From an optimization exercise on the open Yosys and OpenROAD flow, aimed at small area; shortcuts taken in it are not production practice. The RTL was checked by simulation tests, not by an equivalence proof against the original design.

==> v4 <==
// ccm
module ccm(
	input			clk,
	input			reset_n,
	input	[8:0]	i_ccm_1m1,	 
	input	[8:0]	i_ccm_1m2,
	input	[8:0]	i_ccm_1m3,
	input	[8:0]	i_ccm_2m1,
	input	[8:0]	i_ccm_2m2,
	input	[8:0]	i_ccm_2m3,
	input	[8:0]	i_ccm_3m1,
	input	[8:0]	i_ccm_3m2,
	input	[8:0]	i_ccm_3m3,
	input	[2:0]	i_video_syn,
	input	[23:0]	i_data,
	output	[2:0]	o_video_sync,
	output	[23:0]	o_data
);
reg		[3:0]		syn_v,syn_h,syn_d;
always @(posedge clk or negedge reset_n)
	if(~reset_n) begin
		syn_v	<=	0;
		syn_h	<=	0;
		syn_d	<=	0;
	end else begin
		syn_v	<=	{syn_v[2:0],	i_video_syn[2]};
		syn_d	<=	{syn_d[2:0],	i_video_syn[1]};
		syn_h	<=	{syn_h[2:0],	i_video_syn[0]};
	end
wire	[8:0]	t_r, t_g, t_b;
ccm_x3 u_x3_r(.x(i_data[23:16]), .t(t_r));
ccm_x3 u_x3_g(.x(i_data[15:8]), .t(t_g));
ccm_x3 u_x3_b(.x(i_data[7:0]), .t(t_b));
wire	[20:0]	cs_r, cs_g, cs_b;
ccm_tree u_tree_r(
	.x0	(i_data[23:16]), .x1 (i_data[15:8]), .x2 (i_data[7:0]),
	.t0	(t_r), .t1 (t_g), .t2 (t_b),
	.m0	(i_ccm_1m1), .m1 (i_ccm_1m2), .m2 (i_ccm_1m3),
	.cs	(cs_r)
);
ccm_tree u_tree_g(
	.x0	(i_data[23:16]), .x1 (i_data[15:8]), .x2 (i_data[7:0]),
	.t0	(t_r), .t1 (t_g), .t2 (t_b),
	.m0	(i_ccm_2m1), .m1 (i_ccm_2m2), .m2 (i_ccm_2m3),
	.cs	(cs_g)
);
ccm_tree u_tree_b(
	.x0	(i_data[23:16]), .x1 (i_data[15:8]), .x2 (i_data[7:0]),
	.t0	(t_r), .t1 (t_g), .t2 (t_b),
	.m0	(i_ccm_3m1), .m1 (i_ccm_3m2), .m2 (i_ccm_3m3),
	.cs	(cs_b)
);
reg		[20:0]	c1_r, c1_g, c1_b;
always @(posedge clk) begin
	c1_r	<=	cs_r;
	c1_g	<=	cs_g;
	c1_b	<=	cs_b;
end
wire	[7:0]	r_new, g_new, b_new;
ccm_fin u_fin_r(.cs(c1_r), .y(r_new));
ccm_fin u_fin_g(.cs(c1_g), .y(g_new));
ccm_fin u_fin_b(.cs(c1_b), .y(b_new));
reg		[23:0]	d2, d3, d4;
always @(posedge clk) begin
	d2	<=	{r_new, g_new, b_new};
	d3	<=	d2;
	d4	<=	d3;
end
assign			o_data			=	d4;
assign			o_video_sync	=	{syn_v[3],syn_d[3],syn_h[3]};
endmodule
==> module ccm_fin, before the edit <==
module ccm_fin(
	input	[20:0]	cs,
	output	[7:0]	y
);
	wire [11:0] ta = ~{1'b0, cs[19], cs[17], cs[15], cs[13], cs[11], cs[9], cs[7], cs[5], cs[4], cs[2], cs[0]};
	wire [11:0] tb = ~{1'b1, cs[20], cs[18], cs[16], cs[14], cs[12], cs[10], cs[8], cs[6], 1'b1, cs[3], cs[1]};
	wire tc = ~1'b1;
	wire [11:0] ns;
	assign ns[0] = cs[0] ^ cs[1] ^ 1'b1;
	wire k429 = (cs[0] & cs[1]) | (cs[0] & 1'b1) | (cs[1] & 1'b1);
	wire k430;
	ccm_fa u_k430 (.a(cs[2]), .b(cs[3]), .ci(k429), .s(ns[1]), .co(k430));
	assign ns[2] = cs[4] ^ 1'b1 ^ k430;
	wire k431 = (cs[4] & 1'b1) | (cs[4] & k430) | (1'b1 & k430);
	wire k432;
	ccm_fa u_k432 (.a(cs[5]), .b(cs[6]), .ci(k431), .s(ns[3]), .co(k432));
	wire k433;
	ccm_fa u_k433 (.a(cs[7]), .b(cs[8]), .ci(k432), .s(ns[4]), .co(k433));
	wire k434;
	ccm_fa u_k434 (.a(cs[9]), .b(cs[10]), .ci(k433), .s(ns[5]), .co(k434));
	wire k435;
	ccm_fa u_k435 (.a(cs[11]), .b(cs[12]), .ci(k434), .s(ns[6]), .co(k435));
	wire k436;
	ccm_fa u_k436 (.a(cs[13]), .b(cs[14]), .ci(k435), .s(ns[7]), .co(k436));
	wire k437;
	ccm_fa u_k437 (.a(cs[15]), .b(cs[16]), .ci(k436), .s(ns[8]), .co(k437));
	wire k438;
	ccm_fa u_k438 (.a(cs[17]), .b(cs[18]), .ci(k437), .s(ns[9]), .co(k438));
	wire k439;
	ccm_fa u_k439 (.a(cs[19]), .b(cs[20]), .ci(k438), .s(ns[10]), .co(k439));
	assign ns[11] = 1'b0 ^ 1'b1 ^ k439;
	wire [11:0] sum = ~ns;
	wire neg = sum[11];
	wire ovf = |sum[10:8];
	assign y = neg ? 8'd0 : ovf ? 8'd255 : sum[7:0];
endmodule
export LEC_CHECK = 0
export CAP_MARGIN = 20
export CELL_PAD_IN_SITES_DETAIL_PLACEMENT = 1
export CORE_MARGIN = 2
export CORE_UTILIZATION = 40
export GPL_TIMING_DRIVEN = 0
export SLEW_MARGIN = 20
export SYNTH_HIERARCHICAL = 1
export SYNTH_MINIMUM_KEEP_SIZE = 0
create_clock -name core_clock -period 7.0 [get_ports {clk}]
standard.sh (not shown) runs the stock make flow with config.mk's settings and CLKGATE_MAP_FILE= SYNTH_SCRIPT=/design/flow/synth_recipe.tcl, a recipe that flattens the netlist after the stock synthesis.
==> flow/flow/run.sh <==
#!/bin/bash
# The standard layout (the standard.sh: ORFS with the standard synthesis),
# with two changes to how the layout is made:
#  - buffer_ports puts the smallest buffer, sky130_fd_sc_hd__buf_1, on every
#    input and output port;
#  - clock tree synthesis uses sky130_fd_sc_hd__clkbuf_8 and adds no dummy
#    loads.
# make's full output goes to flow_make.log; ORFS keeps each step's log under orfs/logs.
set -euo pipefail
bash standard.sh \
  BUFFER_PORTS_ARGS="-buffer_cell sky130_fd_sc_hd__buf_1" \
  CTS_ARGS="-sink_clustering_enable -repair_clock_nets -buf_list sky130_fd_sc_hd__clkbuf_8 -dont_use_dummy_load" \
  finish > flow_make.log 2>&1
==> v23 (differences from v4) <==
--- a/flow/config.mk
+++ b/flow/config.mk
@@ -11,3 +11,2 @@
 export CORE_UTILIZATION = 40
-export GPL_TIMING_DRIVEN = 0
 export SLEW_MARGIN = 20
==> v12 (differences from v4) <==
--- a/flow/design.v
+++ b/flow/design.v
@@ -533,3 +533,11 @@
 	wire ovf = |sum[10:8];
-	assign y = neg ? 8'd0 : ovf ? 8'd255 : sum[7:0];
+	wire nok = ~ovf;
+	ccm_sat u_sat0 (.neg(neg), .nok(nok), .n(ns[0]), .y(y[0]));
+	ccm_sat u_sat1 (.neg(neg), .nok(nok), .n(ns[1]), .y(y[1]));
+	ccm_sat u_sat2 (.neg(neg), .nok(nok), .n(ns[2]), .y(y[2]));
+	ccm_sat u_sat3 (.neg(neg), .nok(nok), .n(ns[3]), .y(y[3]));
+	ccm_sat u_sat4 (.neg(neg), .nok(nok), .n(ns[4]), .y(y[4]));
+	ccm_sat u_sat5 (.neg(neg), .nok(nok), .n(ns[5]), .y(y[5]));
+	ccm_sat u_sat6 (.neg(neg), .nok(nok), .n(ns[6]), .y(y[6]));
+	ccm_sat u_sat7 (.neg(neg), .nok(nok), .n(ns[7]), .y(y[7]));
 endmodule
@@ -577,2 +585,5 @@
 endmodule
+module ccm_sat(input neg, input nok, input n, output y);
+assign y = ~(neg | (nok & n));
+endmodule
 module ccm_ao(input g, input p, input c, output y);
--- a/flow/config.mk
+++ b/flow/config.mk
@@ -10,4 +10,3 @@
 export CORE_MARGIN = 2
-export CORE_UTILIZATION = 40
-export GPL_TIMING_DRIVEN = 0
+export CORE_UTILIZATION = 55
 export SLEW_MARGIN = 20
==> flow_summary.toml <==
[outcome]
status = "complete, no violations"

[timing]
max_freq_mhz = 154

[clock_network]
clk-insertion-delay-late_ns = 0.49

[logic_synthesis]
netlist_area_sq_um = 16500
avgSynthCellArea_sq_um = 12.5

[drt]
met3_length_um = 9010

[pwr]
internal-power_mw = 3.78
the above is filed under v12

==> flow_summary.toml <==
[outcome]
status = "complete, no violations"

[clock_network]
clk-insertion-delay-late_ns = 0.53

[logic_synthesis]
netlist_area_sq_um = 16500

[drt]
met3_length_um = 8470
the above is filed under v4

==> flow_summary.toml <==
[clock_network]
clk-insertion-delay-late_ns = 0.52

[logic_synthesis]
netlist_area_sq_um = 16500

[timing]
max_freq_mhz = 158

[drt]
met3_length_um = 8170

[outcome]
status = "complete, no violations"

[pwr]
internal-power_mw = 3.65
the above is filed under v23

static timing again, ports no longer ideal:
The results above use ideal ports. As a check the final layouts listed here were re-extracted and re-timed, cells and wires unchanged. Step 1 sets driving cells, clkbuf_16 on the clock port and buf_2 on the other inputs (assumed; they add their load-dependent delay and slew). Step 2 adds t to the input delays and takes it off the output delays; t is the mean of the earliest and latest rising clock arrival at the registers after step 1. Input paths then give back, and output paths get back, about the clock's delay inside the block. Slacks: ideal / step 1 / step 2; pairs: ideal / step 1.
| run | t, ns | setup WS [ns] | worst register clock-pin slew, ns |
|---|---|---|---|
| v4 | 0.568 | 0.327 / 0.348 / -0.220 | 0.09 / 0.09 |
| v23 | 0.560 | 0.686 / 0.714 / 0.153 | 0.09 / 0.09 |
| v12 | 0.530 | 0.507 / 0.535 / 0.005 | 0.10 / 0.10 |
Met with ideal ports but missed after step 2: setup timing in v4. For v4, which loses most, drivers alone change the setup slack by +0.021 ns; drivers and shift together by -0.547 ns.
